What follows belongs to an exercise in optimizing a design on an open flow for small area, a short achievable clock period and few clock cycles per item; a production flow would make more cautious choices.
Only simulation tests tie the RTL to the original design; equivalence was not proved.
Power and IR drop assume default switching activity.

==> flow/design.v, too long to show whole: its modules and the start of the top module <==
// module booth_multiplier: 2308 lines
module booth_multiplier #(
    parameter N = 32
) (
    input clk,
    input start,
    input signed [N-1:0] multiplicand,
    input signed [N-1:0] multiplier,
    output signed [2*N-1:0] product,
    output reg done
);
  // ...
==> flow/flow/run.sh <==
#!/bin/bash
# Standard layout, except that the delay cells (clkdlybuf*, dlygate*, dlymetal*)
# may not be used after synthesis: the port buffers and repairs then use
# ordinary buffers.  Synthesis is the standard one.
set -e
cp standard.sh standard_sh.txt
bash standard.sh synth > run_synth.log 2>&1
cat >> config.mk <<'CFG'
export DONT_USE_CELLS += sky130_fd_sc_hd__clkdlybuf4s15_1 sky130_fd_sc_hd__clkdlybuf4s15_2 sky130_fd_sc_hd__clkdlybuf4s18_1 sky130_fd_sc_hd__clkdlybuf4s18_2 sky130_fd_sc_hd__clkdlybuf4s25_1 sky130_fd_sc_hd__clkdlybuf4s25_2 sky130_fd_sc_hd__clkdlybuf4s50_1 sky130_fd_sc_hd__clkdlybuf4s50_2 sky130_fd_sc_hd__dlygate4sd1_1 sky130_fd_sc_hd__dlygate4sd2_1 sky130_fd_sc_hd__dlygate4sd3_1 sky130_fd_sc_hd__dlymetal6s2s_1 sky130_fd_sc_hd__dlymetal6s4s_1 sky130_fd_sc_hd__dlymetal6s6s_1
CFG
bash standard.sh finish > run_finish.log 2>&1
==> flow/standard.sh <==
#!/bin/bash
# synth_recipe.tcl (not shown) runs the flow's synth.tcl, then flattens the netlist and writes it again
# the make line also repeats each setting of config.mk as NAME=value (left out here)
make -C /OpenROAD-flow-scripts/flow DESIGN_CONFIG=/design/flow/config.mk WORK_HOME=/design/flow/orfs CLKGATE_MAP_FILE= SYNTH_SCRIPT=/design/flow/synth_recipe.tcl "${@:-finish}"
==> flow/config.mk <==
export PLATFORM = sky130hd
export DESIGN_NAME = booth_multiplier
export DESIGN_NICKNAME = booth_multiplier
export VERILOG_FILES = /design/flow/design.v
export SDC_FILE = /design/flow/constraint.sdc
export NUM_CORES = 4
export LEC_CHECK = 0
export CAP_MARGIN = 20
export CORE_MARGIN = 2
export CORE_UTILIZATION = 60
export SLEW_MARGIN = 20
export DONT_USE_CELLS += sky130_fd_sc_hd__clkdlybuf4s15_1 sky130_fd_sc_hd__clkdlybuf4s15_2 sky130_fd_sc_hd__clkdlybuf4s18_1 sky130_fd_sc_hd__clkdlybuf4s18_2 sky130_fd_sc_hd__clkdlybuf4s25_1 sky130_fd_sc_hd__clkdlybuf4s25_2 sky130_fd_sc_hd__clkdlybuf4s50_1 sky130_fd_sc_hd__clkdlybuf4s50_2 sky130_fd_sc_hd__dlygate4sd1_1 sky130_fd_sc_hd__dlygate4sd2_1 sky130_fd_sc_hd__dlygate4sd3_1 sky130_fd_sc_hd__dlymetal6s2s_1 sky130_fd_sc_hd__dlymetal6s4s_1 sky130_fd_sc_hd__dlymetal6s6s_1
==> flow/constraint.sdc <==
create_clock -name core_clock -period 4.5 [get_ports {clk}]
set_input_delay 0.9000 -clock core_clock [delete_from_list [all_inputs] [get_ports {clk}]]
set_output_delay 0.9000 -clock core_clock [all_outputs]
set_load 0.01 [all_outputs]
==> report_table.html, run 1 <==
<table>
<tr><th>Metric</th><th>Value</th></tr>
<tr><th colspan="2">Pwr</th></tr>
<tr><td>Power group with the largest share</td><td>combinational logic</td></tr>
<tr><td>Switching pwr</td><td>15.9 mW</td></tr>
<tr><th colspan="2">STA</th></tr>
<tr><td>Setup violations, final</td><td>6</td></tr>
<tr><td>Final count of pins violating max slew</td><td>0</td></tr>
<tr><td>Transition time at the pin with the least slew margin</td><td>0.925 ns</td></tr>
<tr><td>Worst Setup Slack, final</td><td>-0.0844 ns</td></tr>
<tr><td>Maximum achievable frequency</td><td>218 MHz</td></tr>
<tr><th colspan="2">Synthesis</th></tr>
<tr><td>Prevailing post-synth register cell</td><td>edfxtp_1</td></tr>
<tr><td>Fraction of synthesized cell area taken by the top area cell type</td><td>16.8%</td></tr>
<tr><td>Cell with the most instances after synthesis</td><td>nand2_1</td></tr>
<tr><td>Compound-gate portion of the synthesized area</td><td>30.7%</td></tr>
<tr><th colspan="2">Outcome</th></tr>
<tr><td>Checks failing in the layout checks</td><td>negative setup slack</td></tr>
<tr><td>Result of the run</td><td>finished with violations</td></tr>
<tr><th colspan="2">Routing</th></tr>
<tr><td>Routed met2 length</td><td>63700 um</td></tr>
<tr><td>Number of DRC violations after detailed routing</td><td>0</td></tr>
<tr><th colspan="2">Clock tree</th></tr>
<tr><td>CTS buffer count</td><td>17</td></tr>
<tr><th colspan="2">Setup path</th></tr>
<tr><td>Capturing element of the worst setup path</td><td>product[53]</td></tr>
<tr><td>Critical path data arrival time</td><td>3.68 ns</td></tr>
<tr><td>Total number of cells along the worst setup path</td><td>14</td></tr>
<tr><td>Cell with the most instances on the worst path</td><td>buf_6</td></tr>
<tr><th colspan="2">Finish</th></tr>
<tr><td>Inverters, non-clock</td><td>326</td></tr>
<tr><td>Proportion of layout cells with a drive suffix above 1</td><td>19.1%</td></tr>
<tr><td>Highest-count cells in the layout ignoring fill and taps</td><td>707 x nand2_1, 514 x buf_1, 511 x a21oi_1</td></tr>
<tr><td>Share of cell area taken by flip-flops and latches</td><td>8.15%</td></tr>
<tr><td>Comb_multi_in</td><td>4163</td></tr>
<tr><th colspan="2">Worst hold path</th></tr>
<tr><td>Hold Path Depth</td><td>2</td></tr>
<tr><td>Endpoint with the worst hold slack</td><td>acc_s[0]</td></tr>
<tr><td>Type of the worst min-delay path</td><td>in2reg</td></tr>
<tr><th colspan="2">Floorplan</th></tr>
<tr><td>Height of the die</td><td>254 um</td></tr>
<tr><td>Tap Cells</td><td>837</td></tr>
<tr><th colspan="2">Job</th></tr>
<tr><td>Number of maximum-capacitance violations</td><td>0</td></tr>
<tr><th colspan="2">Global routing</th></tr>
<tr><td>Met2 capacity usage during global routing</td><td>67.0%</td></tr>
<tr><th colspan="2">Placed design</th></tr>
<tr><td>Total instance count after detailed placement</td><td>6840</td></tr>
</table>
Testbench counts, summed over its fixed seeds: cycles 2,400, items 2,400.
==> run 2, diff against run 1 <==
--- a/flow/config.mk
+++ b/flow/config.mk
@@ -6,7 +6,8 @@
 export NUM_CORES = 4
 export LEC_CHECK = 0
+export ABC_AREA = 1
 export CAP_MARGIN = 20
 export CORE_MARGIN = 2
-export CORE_UTILIZATION = 60
+export CORE_UTILIZATION = 50
 export SLEW_MARGIN = 20
 export DONT_USE_CELLS += sky130_fd_sc_hd__clkdlybuf4s15_1 sky130_fd_sc_hd__clkdlybuf4s15_2 sky130_fd_sc_hd__clkdlybuf4s18_1 sky130_fd_sc_hd__clkdlybuf4s18_2 sky130_fd_sc_hd__clkdlybuf4s25_1 sky130_fd_sc_hd__clkdlybuf4s25_2 sky130_fd_sc_hd__clkdlybuf4s50_1 sky130_fd_sc_hd__clkdlybuf4s50_2 sky130_fd_sc_hd__dlygate4sd1_1 sky130_fd_sc_hd__dlygate4sd2_1 sky130_fd_sc_hd__dlygate4sd3_1 sky130_fd_sc_hd__dlymetal6s2s_1 sky130_fd_sc_hd__dlymetal6s4s_1 sky130_fd_sc_hd__dlymetal6s6s_1
==> run 2 against run 1 <==
Power grew 16%. Worst setup slack improved by 0.17 ns. Wire length decreased by 27%. Area after synthesis down 19%. Final cell count fell by 22%. Die area shrank 2.6%. Utilization decreased by 15 points. First-iteration DRC count is 55% lower. Design area is 22% lower. Sequential share of layout area is 2.3 points higher. The run now finishes clean.
==> report_table.html, run 2 <==
<table>
<tr><th>Metric</th><th>Value</th></tr>
<tr><th colspan="2">Outcome</th></tr>
<tr><td>Result of the run</td><td>no timing/DRC/antenna violations (was finished with violations)</td></tr>
<tr><th colspan="2">Synthesis</th></tr>
<tr><td>Synthesized Nets</td><td>4528 (was 5762)</td></tr>
<tr><td>Number of library cell types mapped by synthesis</td><td>44 (was 73)</td></tr>
<tr><td>Area contributors post-synth</td><td>fa_1 21%, xor2_1 18%, edfxtp_1 12% (was fa_1 17%, edfxtp_1 10%, nand2_1 7.1%)</td></tr>
<tr><td>Fraction of synthesized cell area taken by the top area cell type</td><td>20.7% (was 16.8%)</td></tr>
<tr><td>Mean post-synth cell area</td><td>7.55 um2 (was 7.13 um2)</td></tr>
<tr><td>Flip-flop and latch count after synthesis</td><td>125 (unchanged)</td></tr>
<tr><td>Number of warnings reported in the yosys synthesis log</td><td>1 (unchanged)</td></tr>
<tr><td>Number of enable flip-flop cells after synthesis</td><td>125 (unchanged)</td></tr>
<tr><td>Multiplexer share of the synthesized area</td><td>0.0740% (was 0.670%)</td></tr>
<tr><td>Post-Synth Simple-Gate Area</td><td>15.4% (was 15.2%)</td></tr>
<tr><td>Cell with the most instances after synthesis</td><td>nand2_1 (unchanged)</td></tr>
<tr><td>Fraction of the mapped netlist area in adder cells</td><td>26.4% (was 26.7%)</td></tr>
<tr><td>Xor and xnor area share after synthesis</td><td>20.4% (was 6.98%)</td></tr>
<tr><td>Synth Cell Area</td><td>30400 um2 (was 37500 um2)</td></tr>
<tr><td>Number of instances in the synthesized netlist</td><td>4030 (was 5264)</td></tr>
<tr><td>Main combinational cell family by area after synthesis</td><td>adder cells (was compound AO/OA/AOI/OAI gates)</td></tr>
<tr><td>Top post-synthesis cells by count</td><td>780 x nand2_1, 648 x inv_1, 626 x xor2_1 (was 708 x nand2_1, 520 x a21oi_1, 516 x clkbuf_1)</td></tr>
<tr><td>Cell type with the largest total area after synthesis</td><td>fa_1 (unchanged)</td></tr>
<tr><td>Sequential fraction of the synthesis area</td><td>12.3% (was 10.0%)</td></tr>
<tr><td>Share of synthesized registers carrying an async set or reset</td><td>0% (unchanged)</td></tr>
<tr><td>Prevailing post-synth register cell</td><td>edfxtp_1 (unchanged)</td></tr>
<tr><td>Compound-gate portion of the synthesized area</td><td>13.1% (was 30.7%)</td></tr>
<tr><th colspan="2">Finish</th></tr>
<tr><td>Proportion of layout cells with a drive suffix above 1</td><td>14.4% (was 19.1%)</td></tr>
<tr><td>Reg with most FFs</td><td>acc_s (unchanged)</td></tr>
<tr><td>Highest-count cells in the layout ignoring fill and taps</td><td>769 x nand2_1, 644 x inv_1, 619 x xor2_1 (was 707 x nand2_1, 514 x buf_1, 511 x a21oi_1)</td></tr>
<tr><td>Total inserted antenna cells</td><td>0 (was 5)</td></tr>
<tr><td>Count of nets after finishing</td><td>5109 (was 6558)</td></tr>
<tr><td>Fillcell total</td><td>5707 (was 4965)</td></tr>
<tr><td>Most common library cell in the layout ignoring fill and taps</td><td>nand2_1 (unchanged)</td></tr>
<tr><td>Largest register FFs</td><td>63 (unchanged)</td></tr>
<tr><td>Leading registers by flop count</td><td>acc_s (63), acc_c (62) (unchanged)</td></tr>
<tr><td>Final core utilization</td><td>59.9% (was 74.5%)</td></tr>
<tr><td>Area Overhead vs Synth</td><td>18.5% (was 22.8%)</td></tr>
<tr><td>Cell Count, Final, Fillers Out</td><td>5406 (was 6915)</td></tr>
<tr><th colspan="2">Setup path</th></tr>
<tr><td>Type of the worst setup path</td><td>in2reg (was reg2out)</td></tr>
<tr><td>Slowest Stage Delay on Critical Path</td><td>0.55 ns (was 0.42 ns)</td></tr>
<tr><td>Worst-path cell chain</td><td>clkbuf_2 -&gt; buf_8 -&gt; nor2_4 -&gt; buf_1 -&gt; inv_1 -&gt; nand2_4 -&gt; buf_6 -&gt; o22ai_1 -&gt; xor2_1 -&gt; fa_1 -&gt; fa_2 -&gt; fa_1 -&gt; inv_1 -&gt; ha_2 -&gt; xnor2_1 -&gt; inv_1 -&gt; or2_4 -&gt; nand2_4 -&gt; xor2_2 -&gt; xor2_1 (was ha_4 -&gt; buf_6 -&gt; a31oi_4 -&gt; buf_6 -&gt; a221oi_4 -&gt; o41ai_4 -&gt; o211ai_2 -&gt; a21oi_4 -&gt; o41ai_4 -&gt; a21o_2 -&gt; a2111o_1 -&gt; o311ai_1 -&gt; buf_2 -&gt; buf_6)</td></tr>
<tr><td>Cell with the most instances on the worst path</td><td>inv_1 (was buf_6)</td></tr>
<tr><td>Total number of cells along the worst setup path</td><td>20 (was 14)</td></tr>
<tr><td>Kind of cell adding the most delay to the critical path</td><td>adder cells (was compound AO/OA/AOI/OAI gates)</td></tr>
<tr><td>Worst setup EP type</td><td>flop (was primary output)</td></tr>
<tr><td>Element type at the critical path start</td><td>primary input (was flop)</td></tr>
<tr><td>Highest net fanout along the worst path</td><td>9 (was 3)</td></tr>
<tr><td>Critical path required time</td><td>4.69 ns (was 3.60 ns)</td></tr>
<tr><td>Worst-path cell with the longest stage delay</td><td>fa_1 (was edfxtp_1)</td></tr>
<tr><td>Critical path data arrival time</td><td>4.60 ns (was 3.68 ns)</td></tr>
<tr><td>Crit path buffers/inverters</td><td>7 (was 4)</td></tr>
<tr><th colspan="2">Global routing</th></tr>
<tr><td>Antenna violations before repair</td><td>2 (was 6)</td></tr>
<tr><td>Total routing usage reported by global routing</td><td>36.4% (was 46.6%)</td></tr>
<tr><td>Largest net degree at the start of global routing</td><td>70 (unchanged)</td></tr>
<tr><td>Via count of the first global-routing pass</td><td>28414 (was 39098)</td></tr>
<tr><td>Global-route wire length before repair</td><td>172000 um (was 230000 um)</td></tr>
<tr><td>Total global routing overflow</td><td>0 (unchanged)</td></tr>
<tr><th colspan="2">STA</th></tr>
<tr><td>Final count of pins violating max slew</td><td>0 (unchanged)</td></tr>
<tr><td>Summed negative setup slack over all endpoints</td><td>0 ns (was -0.210 ns)</td></tr>
<tr><td>Setup violations, final</td><td>0 (was 6)</td></tr>
<tr><td>Final period demand of the worst path</td><td>4.41 ns (was 4.58 ns)</td></tr>
<tr><td>Minimum hold slack</td><td>1.04 ns (was 1.22 ns)</td></tr>
<tr><td>Remaining max-slew budget at the tightest pin</td><td>34.8% (was 38.3%)</td></tr>
<tr><td>Post-route clock period utilization</td><td>98.1% (was 102%)</td></tr>
<tr><td>Count of endpoints failing hold in the final timing report</td><td>0 (unchanged)</td></tr>
<tr><td>Transition time at the pin with the least slew margin</td><td>0.979 ns (was 0.925 ns)</td></tr>
<tr><td>Unrepaired setup endpoints after global routing</td><td>true (unchanged)</td></tr>
<tr><td>Maximum achievable frequency</td><td>227 MHz (was 218 MHz)</td></tr>
<tr><th colspan="2">Worst hold path</th></tr>
<tr><td>Hold Path Depth</td><td>4 (was 2)</td></tr>
<tr><td>Type of the worst min-delay path</td><td>in2reg (unchanged)</td></tr>
<tr><th colspan="2">Pwr</th></tr>
<tr><td>Total power draw</td><td>36.3 mW (was 31.3 mW)</td></tr>
<tr><td>Peak ir drop on the vdd network</td><td>740 uV (was 542 uV)</td></tr>
<tr><td>Static power due to leakage</td><td>17.7 nW (was 18.7 nW)</td></tr>
<tr><td>Cell area power density</td><td>1010 nW/um2 (was 680 nW/um2)</td></tr>
<tr><th colspan="2">Routing</th></tr>
<tr><td>TritonRoute pass-1 iters</td><td>6 (was 9)</td></tr>
<tr><td>Final routed wire length divided by cell count</td><td>21.0 um (was 22.5 um)</td></tr>
<tr><td>Remaining antenna violation count</td><td>0 (unchanged)</td></tr>
<tr><td>Routed via count</td><td>29673 (was 44305)</td></tr>
<tr><td>First-iteration detailed-routing DRC count</td><td>3222 (was 7235)</td></tr>
<tr><td>Routed wire length</td><td>114000 um (was 156000 um)</td></tr>
<tr><td>Vias per inst</td><td>5.49 (was 6.41)</td></tr>
<tr><td>Number of DRC violations after detailed routing</td><td>0 (unchanged)</td></tr>
<tr><th colspan="2">Clock tree</th></tr>
<tr><td>Clk pin slew, worst setup/hold paths</td><td>0.06 ns (about the same)</td></tr>
<tr><td>Root cell of the clock tree</td><td>clkbuf_16 (unchanged)</td></tr>
<tr><td>TritonCTS clock tree</td><td>done (unchanged)</td></tr>
<tr><td>Hold bufs inserted after CTS</td><td>0 (unchanged)</td></tr>
<tr><td>Max clock buf depth</td><td>2 (unchanged)</td></tr>
<tr><td>CTS buffer count</td><td>17 (unchanged)</td></tr>
<tr><td>Deepest level of the CTS H-tree</td><td>4 (unchanged)</td></tr>
<tr><td>Sinks on the clock net</td><td>125 (unchanged)</td></tr>
<tr><th colspan="2">Placed design</th></tr>
<tr><td>Port Buf Inserts</td><td>129 (unchanged)</td></tr>
<tr><td>Routability congestion estimate from global placement</td><td>1.01 (was 1.06)</td></tr>
<tr><td>Total instance count after detailed placement</td><td>5369 (was 6840)</td></tr>
<tr><td>HPWL after detailed placement</td><td>95200 um (was 124000 um)</td></tr>
<tr><th colspan="2">Floorplan</th></tr>
<tr><td>Number of top-level pins</td><td>131 (unchanged)</td></tr>
<tr><td>Die outline area</td><td>62900 um2 (was 64600 um2)</td></tr>
<tr><td>Row count</td><td>90 (was 91)</td></tr>
<tr><td>CORE AREA</td><td>60200 um2 (was 61800 um2)</td></tr>
<tr><td>Height of the die</td><td>251 um (was 254 um)</td></tr>
<tr><td>Die width</td><td>251 um (was 254 um)</td></tr>
<tr><td>Starting density of the core</td><td>50.5% (was 60.7%)</td></tr>
<tr><th colspan="2">Job</th></tr>
<tr><td>Number of maximum-capacitance violations</td><td>0 (unchanged)</td></tr>
</table>
run 2: cell count changes in the layout (fill, tap and decap cells not counted), moves of 260 or more:
cell	before	now
xor2_1	67	619
a21oi_1	511	85
o22ai_1	209	469
inv_1	314	644
o21ai_0	373	44
run 2: worst min-delay path, delay by kind of cell:
family | cells | cell delay (ns)
buffers and inverters | 2 | 0.27
AND/OR/NAND/NOR | 1 | 0.10
XOR/XNOR | 1 | 0.06
run 2: timing repair:
| action | in CTS | in global routing |
|---|---|---|
| pin swaps | 2 | 26 |
| gates cloned | 0 | 0 |
| setup buffers | 2 | 3 |
| resized for setup | 1 | 73 |
| setup endpoints to repair | 2 | 50 |
run 2: where the power goes:
part	switching, mW	internal (mW)
Sequential	0.280	3.35
Combinational	17.7	13.6
Clock	0.588	0.776
Total	18.6	17.7
run 2: routing by layer:
layer  global-route usage, %  share of wire (%)  wire length [um]
met5                       0              0.011                13
met4                    12.8                3.8              4300
met3                    9.26                 12             13400
met2                    52.6                 41             46400
met1                    52.3                 44             49600
run 2: path summary, 6_finish.rpt:
kind / start / to / slack, ns
worst min-delay path: multiplicand[0] / acc_c[0] / 1.04
worst max-delay path: multiplier[15] / acc_s[30] / 0.09
run 2: final cells by class:
cell class / count / area, um2 / share of cell area [%]
Clock inverter: 15 / 150 / 0.416
Multi-Input combinational cell: 2981 / 23400 / 64.8
Inverter: 668 / 2530 / 7.02
Clock buffer: 17 / 425 / 1.18
Sequential cell: 125 / 3750 / 10.4
Tap cell: 782 / 978 / 2.71
Timing Repair Buffer: 818 / 4870 / 13.5
run 2: logic make-up (layout without fill, tap and decap cells):
logic type	count (synthesis)	in the layout
simple gates	1157	1157
buf+inv	924	1518
xor+xnor	708	708
compound gates	654	654
fa+ha+maj	459	459
flops	125	125
mux	2	2
other cells	1	1
run 2: per-stage QoR:
step	setup slack [ns]	instance area, um2
after global routing	-0.0289	36100
after detailed placement	-0.488	35200
after floorplan	-0.0115	30700
after global placement	-0.420	35200
final	0.0874	36100
after CTS	0.0105	35800
==> run 3, diff against run 2 <==
==> flow/run.sh (new file) <==
#!/bin/bash
# synth_recipe.tcl (not shown) runs the flow's synth.tcl, then flattens the netlist and writes it again
# the make line also repeats each setting of config.mk as NAME=value (left out here)
make -C /OpenROAD-flow-scripts/flow DESIGN_CONFIG=/design/flow/config.mk WORK_HOME=/design/flow/orfs CLKGATE_MAP_FILE= SYNTH_SCRIPT=/design/flow/synth_recipe.tcl finish
==> flow/config.mk (replaced) <==
export PLATFORM = sky130hd
export DESIGN_NAME = booth_multiplier
export DESIGN_NICKNAME = booth_multiplier
export VERILOG_FILES = /design/flow/design.v
export SDC_FILE = /design/flow/constraint.sdc
export NUM_CORES = 4
export LEC_CHECK = 0
export CAP_MARGIN = 20
export CORE_MARGIN = 2
export CORE_UTILIZATION = 60
export SLEW_MARGIN = 20
removed: flow/flow/run.sh
removed: flow/standard.sh
==> run 3 against run 2 <==
The layout now fails its checks (negative setup slack). Clock power up 8%. Flip-flop and latch count unchanged. Worst setup slack worse by 0.27 ns. Design area up 32%. Wire length up 36%. Die area up 2.7%. Critical path type is now reg2out. Critical endpoint is now product[62]. Largest cell class unchanged. Highest routed layer unchanged.
==> report_table.html, run 3 <==
<table>
<tr><th>Metric</th><th>Value</th></tr>
<tr><th colspan="2">Global routing</th></tr>
<tr><td>Met2 capacity usage during global routing</td><td>67.0% (was 52.6%)</td></tr>
<tr><td>Busiest grt layer</td><td>met2 (unchanged)</td></tr>
<tr><td>Largest net degree at the start of global routing</td><td>126 (was 70)</td></tr>
<tr><td>Total global routing overflow</td><td>0 (unchanged)</td></tr>
<tr><td>Global-route wire length before repair</td><td>230000 um (was 172000 um)</td></tr>
<tr><td>Total routing usage reported by global routing</td><td>46.6% (was 36.4%)</td></tr>
<tr><td>Via count of the first global-routing pass</td><td>38750 (was 28414)</td></tr>
<tr><td>Met1 capacity usage during global routing</td><td>63.8% (was 52.3%)</td></tr>
<tr><td>Met3 usage in global routing</td><td>18.1% (was 9.26%)</td></tr>
<tr><td>Antenna violations before repair</td><td>2 (unchanged)</td></tr>
<tr><th colspan="2">Job</th></tr>
<tr><td>Number of maximum-capacitance violations</td><td>0 (unchanged)</td></tr>
<tr><th colspan="2">Pwr</th></tr>
<tr><td>Peak ir drop on the vdd network</td><td>682 uV (was 740 uV)</td></tr>
<tr><td>Cell area power density</td><td>707 nW/um2 (was 1010 nW/um2)</td></tr>
<tr><td>Static power due to leakage</td><td>19.8 nW (was 17.7 nW)</td></tr>
<tr><td>Total power draw</td><td>33.6 mW (was 36.3 mW)</td></tr>
<tr><th colspan="2">Setup path</th></tr>
<tr><td>Kind of cell adding the most delay to the critical path</td><td>compound AO/OA/AOI/OAI gates (was adder cells)</td></tr>
<tr><td>Critical path data arrival time</td><td>3.78 ns (was 4.60 ns)</td></tr>
<tr><td>Worst setup EP type</td><td>primary output (was flop)</td></tr>
<tr><td>Cell with the most instances on the worst path</td><td>o211ai_1 (was inv_1)</td></tr>
<tr><td>Slowest Stage Delay on Critical Path</td><td>0.44 ns (was 0.55 ns)</td></tr>
<tr><td>Critical path required time</td><td>3.60 ns (was 4.69 ns)</td></tr>
<tr><td>Highest net fanout along the worst path</td><td>3 (was 9)</td></tr>
<tr><td>Type of the worst setup path</td><td>reg2out (was in2reg)</td></tr>
<tr><td>Worst-path cell with the longest stage delay</td><td>edfxtp_1 (was fa_1)</td></tr>
<tr><td>Element type at the critical path start</td><td>flop (was primary input)</td></tr>
<tr><td>Worst-path cell chain</td><td>ha_4 -&gt; o211ai_1 -&gt; o211ai_1 -&gt; a211oi_2 -&gt; buf_4 -&gt; nor4_4 -&gt; o211ai_1 -&gt; buf_4 -&gt; a21oi_2 -&gt; a41oi_2 -&gt; o31ai_4 -&gt; xnor2_1 -&gt; buf_2 (was clkbuf_2 -&gt; buf_8 -&gt; nor2_4 -&gt; buf_1 -&gt; inv_1 -&gt; nand2_4 -&gt; buf_6 -&gt; o22ai_1 -&gt; xor2_1 -&gt; fa_1 -&gt; fa_2 -&gt; fa_1 -&gt; inv_1 -&gt; ha_2 -&gt; xnor2_1 -&gt; inv_1 -&gt; or2_4 -&gt; nand2_4 -&gt; xor2_2 -&gt; xor2_1)</td></tr>
<tr><td>Crit path buffers/inverters</td><td>3 (was 7)</td></tr>
<tr><th colspan="2">Floorplan</th></tr>
<tr><td>Number of top-level pins</td><td>131 (unchanged)</td></tr>
<tr><td>Die width</td><td>254 um (was 251 um)</td></tr>
<tr><td>Starting density of the core</td><td>60.7% (was 50.5%)</td></tr>
<tr><td>Row count</td><td>91 (was 90)</td></tr>
<tr><td>Height of the die</td><td>254 um (was 251 um)</td></tr>
<tr><td>Die outline area</td><td>64600 um2 (was 62900 um2)</td></tr>
<tr><td>CORE AREA</td><td>61800 um2 (was 60200 um2)</td></tr>
<tr><th colspan="2">Placed design</th></tr>
<tr><td>Port Buf Inserts</td><td>129 (unchanged)</td></tr>
<tr><td>Total instance count after detailed placement</td><td>6584 (was 5369)</td></tr>
<tr><td>Post-DP Area</td><td>45900 um2 (was 35200 um2)</td></tr>
<tr><td>Routability congestion estimate from global placement</td><td>1.09 (was 1.01)</td></tr>
<tr><td>HPWL after detailed placement</td><td>122000 um (was 95200 um)</td></tr>
<tr><th colspan="2">Synthesis</th></tr>
<tr><td>Fraction of the mapped netlist area in adder cells</td><td>26.7% (was 26.4%)</td></tr>
<tr><td>Cell with the most instances after synthesis</td><td>nand2_1 (unchanged)</td></tr>
<tr><td>Number of warnings reported in the yosys synthesis log</td><td>1 (unchanged)</td></tr>
<tr><td>Compound-gate portion of the synthesized area</td><td>30.7% (was 13.1%)</td></tr>
<tr><td>Number of enable flip-flop cells after synthesis</td><td>125 (unchanged)</td></tr>
<tr><td>Cell type with the largest total area after synthesis</td><td>fa_1 (unchanged)</td></tr>
<tr><td>Number of library cell types mapped by synthesis</td><td>73 (was 44)</td></tr>
<tr><td>Fraction of synthesized cell area taken by the top area cell type</td><td>16.8% (was 20.7%)</td></tr>
<tr><td>Xor and xnor area share after synthesis</td><td>6.98% (was 20.4%)</td></tr>
<tr><td>Prevailing post-synth register cell</td><td>edfxtp_1 (unchanged)</td></tr>
<tr><td>Share of synthesized registers carrying an async set or reset</td><td>0% (unchanged)</td></tr>
<tr><td>Sequential fraction of the synthesis area</td><td>10.0% (was 12.3%)</td></tr>
<tr><td>Post-Synth Simple-Gate Area</td><td>15.2% (was 15.4%)</td></tr>
<tr><td>Flip-flop and latch count after synthesis</td><td>125 (unchanged)</td></tr>
<tr><td>Multiplexer share of the synthesized area</td><td>0.670% (was 0.0740%)</td></tr>
<tr><td>Top post-synthesis cells by count</td><td>708 x nand2_1, 520 x a21oi_1, 516 x clkbuf_1 (was 780 x nand2_1, 648 x inv_1, 626 x xor2_1)</td></tr>
<tr><td>Main combinational cell family by area after synthesis</td><td>compound AO/OA/AOI/OAI gates (was adder cells)</td></tr>
<tr><td>Area contributors post-synth</td><td>fa_1 17%, edfxtp_1 10%, nand2_1 7.1% (was fa_1 21%, xor2_1 18%, edfxtp_1 12%)</td></tr>
<tr><td>Number of instances in the synthesized netlist</td><td>5264 (was 4030)</td></tr>
<tr><td>Mean post-synth cell area</td><td>7.13 um2 (was 7.55 um2)</td></tr>
<tr><td>Synthesized Nets</td><td>5762 (was 4528)</td></tr>
<tr><td>Synth Cell Area</td><td>37500 um2 (was 30400 um2)</td></tr>
<tr><th colspan="2">Finish</th></tr>
<tr><td>Reg with most FFs</td><td>acc_s (unchanged)</td></tr>
<tr><td>Fillcell total</td><td>4709 (was 5707)</td></tr>
<tr><td>Proportion of layout cells with a drive suffix above 1</td><td>23.8% (was 14.4%)</td></tr>
<tr><td>Final core utilization</td><td>76.9% (was 59.9%)</td></tr>
<tr><td>Leading registers by flop count</td><td>acc_s (63), acc_c (62) (unchanged)</td></tr>
<tr><td>Area Overhead vs Synth</td><td>26.7% (was 18.5%)</td></tr>
<tr><td>Highest-count cells in the layout ignoring fill and taps</td><td>933 x buf_4, 704 x nand2_1, 509 x a21oi_1 (was 769 x nand2_1, 644 x inv_1, 619 x xor2_1)</td></tr>
<tr><td>Cell Count, Final, Fillers Out</td><td>6637 (was 5406)</td></tr>
<tr><td>Count of nets after finishing</td><td>6284 (was 5109)</td></tr>
<tr><td>Design area</td><td>47600 um2 (was 36100 um2)</td></tr>
<tr><td>Most common library cell in the layout ignoring fill and taps</td><td>buf_4 (was nand2_1)</td></tr>
<tr><td>Largest register FFs</td><td>63 (unchanged)</td></tr>
<tr><th colspan="2">Clock tree</th></tr>
<tr><td>Deepest level of the CTS H-tree</td><td>4 (unchanged)</td></tr>
<tr><td>Max clock buf depth</td><td>2 (unchanged)</td></tr>
<tr><td>Root cell of the clock tree</td><td>clkbuf_16 (unchanged)</td></tr>
<tr><td>Sinks on the clock net</td><td>125 (unchanged)</td></tr>
<tr><td>Clk pin slew, worst setup/hold paths</td><td>0.06 ns (about the same)</td></tr>
<tr><td>CTS buffer count</td><td>17 (unchanged)</td></tr>
<tr><td>TritonCTS clock tree</td><td>done (unchanged)</td></tr>
<tr><th colspan="2">STA</th></tr>
<tr><td>Final count of pins violating max slew</td><td>0 (unchanged)</td></tr>
<tr><td>Setup violations, final</td><td>5 (was 0)</td></tr>
<tr><td>Unrepaired setup endpoints after global routing</td><td>true (unchanged)</td></tr>
<tr><td>Worst Setup Slack, final</td><td>-0.184 ns (was 0.0874 ns)</td></tr>
<tr><td>Post-route clock period utilization</td><td>104% (was 98.1%)</td></tr>
<tr><td>Summed negative setup slack over all endpoints</td><td>-0.497 ns (was 0 ns)</td></tr>
<tr><td>Transition time at the pin with the least slew margin</td><td>0.892 ns (was 0.979 ns)</td></tr>
<tr><td>Final period demand of the worst path</td><td>4.68 ns (was 4.41 ns)</td></tr>
<tr><td>Remaining max-slew budget at the tightest pin</td><td>39.9% (was 34.8%)</td></tr>
<tr><td>Maximum achievable frequency</td><td>213 MHz (was 227 MHz)</td></tr>
<tr><td>Count of endpoints failing hold in the final timing report</td><td>0 (unchanged)</td></tr>
<tr><th colspan="2">Routing</th></tr>
<tr><td>Remaining antenna violation count</td><td>0 (unchanged)</td></tr>
<tr><td>Routed wire length</td><td>155000 um (was 114000 um)</td></tr>
<tr><td>Vias per inst</td><td>6.55 (was 5.49)</td></tr>
<tr><td>Final routed wire length divided by cell count</td><td>23.3 um (was 21.0 um)</td></tr>
<tr><td>Routed via count</td><td>43471 (was 29673)</td></tr>
<tr><td>Number of DRC violations after detailed routing</td><td>0 (unchanged)</td></tr>
<tr><td>TritonRoute pass-1 iters</td><td>9 (was 6)</td></tr>
<tr><td>First-iteration detailed-routing DRC count</td><td>6821 (was 3222)</td></tr>
<tr><th colspan="2">Outcome</th></tr>
<tr><td>Result of the run</td><td>finished with violations (was no timing/DRC/antenna violations)</td></tr>
<tr><td>Checks failing in the layout checks</td><td>negative setup slack</td></tr>
<tr><th colspan="2">Worst hold path</th></tr>
<tr><td>Type of the worst min-delay path</td><td>in2reg (unchanged)</td></tr>
</table>
[run 3: cell count changes in the layout (fill, tap and decap cells not counted), moves of 187 or more]
cell / before / now
o21ai_0: 44 / 364
buf_2: 266 / 53
maj3_1: 27 / 214
buf_4: 88 / 933
o22ai_1: 469 / 211
nor2_1: 177 / 392
inv_1: 644 / 304
buf_1: 346 / 0
xor2_1: 619 / 66
a22oi_1: 0 / 213
a21oi_1: 85 / 509
[run 3: where the power goes]
group	total (mW)	internal, mW	switching (mW)
registers	3.18	2.89	0.289
clock network	1.47	0.880	0.591
logic	29.0	13.8	15.2
total	33.6	17.6	16.0
[run 3: cell type report]
cell class                      count  area (um2)  area share (%)
Sequential cell                   125        3750            7.89
Timing Repair Buffer             1153        9760            20.5
Inverter                          326        1220            2.57
Multi-Input combinational cell   4163       31100            65.5
Antenna cell                        1        2.50         0.00526
Clock buffer                       17         425           0.895
Clock inverter                     15         186           0.392
Tap cell                          837        1050            2.20
[run 3: path summary, 6_finish.rpt]
| kind | start | cells after the start | slack, ns | to |
|---|---|---|---|---|
| max | acc_c[4] | 13 | -0.18 | product[62] |
| min | multiplier[1] | 2 | 1.02 | acc_c[2] |
[run 3: stage by stage]
stage               hold WS, ns  setup slack, ns
finish                     1.02           -0.184
global route               1.04           -0.274
CTS                       0.993          -0.0403
detailed placement         1.44           -0.978
global placement           1.44           -0.873
floorplan                 0.999          -0.0649
[run 3: timing repair]
action,CTS,global route
hold buffers,0,0
buffers inserted,12,9
endpoints found under the setup margin,96,90
cloned,2,1
hold endpoints to repair,0,0
pin swaps,51,58
resized for setup,167,184
[run 3: kinds of logic (layout without fill, tap and decap cells)]
family / Yosys count / after routing
AOI/OAI and AO/OA: 1821 / 1821
adders and majority gates: 658 / 658
xor gates and xnor gates: 296 / 296
DFF: 125 / 125
and+or+nand+nor: 1362 / 1362
muxes: 25 / 25
buffers and inverters: 976 / 1511
other: 1 / 2
[run 3: routing by layer]
metal / vias to the layer above / wire length [um] / part of all wire [%]
met5: - / 83 / 0.054
met2: 3110 / 63100 / 41
met1: 20389 / 60100 / 39
li1: 19492 / - / -
met4: 6 / 6430 / 4.2
met3: 474 / 25200 / 16

-- what the ideal ports hide --
No port has a modelled driver above. Below, the same layouts with a new extraction and two added sets of constraints. Step 1, drivers: a clkbuf_16 drives clk and a buf_2 each remaining input, both assumed. Step 2 times the ports against the registers' clock, not the clock port: input delays grow and output delays shrink by t, the midpoint of the rising clock arrivals with the driver on. a / b / c = ideal / step 1 / step 2; a / b = the first two.
| run | shift t [ns] | setup slack, ns | hold slack, ns | slew at the worst register clock pin (ns) | worst slew at a driven data input, ns |
|---|---|---|---|---|---|
| run 1 | 0.509 | -0.084 / -0.136 / -0.512 | 1.219 / 1.196 / 1.523 | 0.08 / 0.08 | 0.10 |
| run 2 | 0.506 | 0.087 / 0.094 / -0.411 | 1.044 / 1.009 / 1.515 | 0.08 / 0.08 | 0.08 |
| run 3 | 0.489 | -0.184 / -0.234 / -0.493 | 1.020 / 0.992 / 1.481 | 0.07 / 0.07 | 0.17 |
Met with ideal ports but missed after step 2: setup timing in run 2. The setup slack of run 2, which loses most, moves by +0.007 ns with the drivers and by -0.498 ns with both steps.
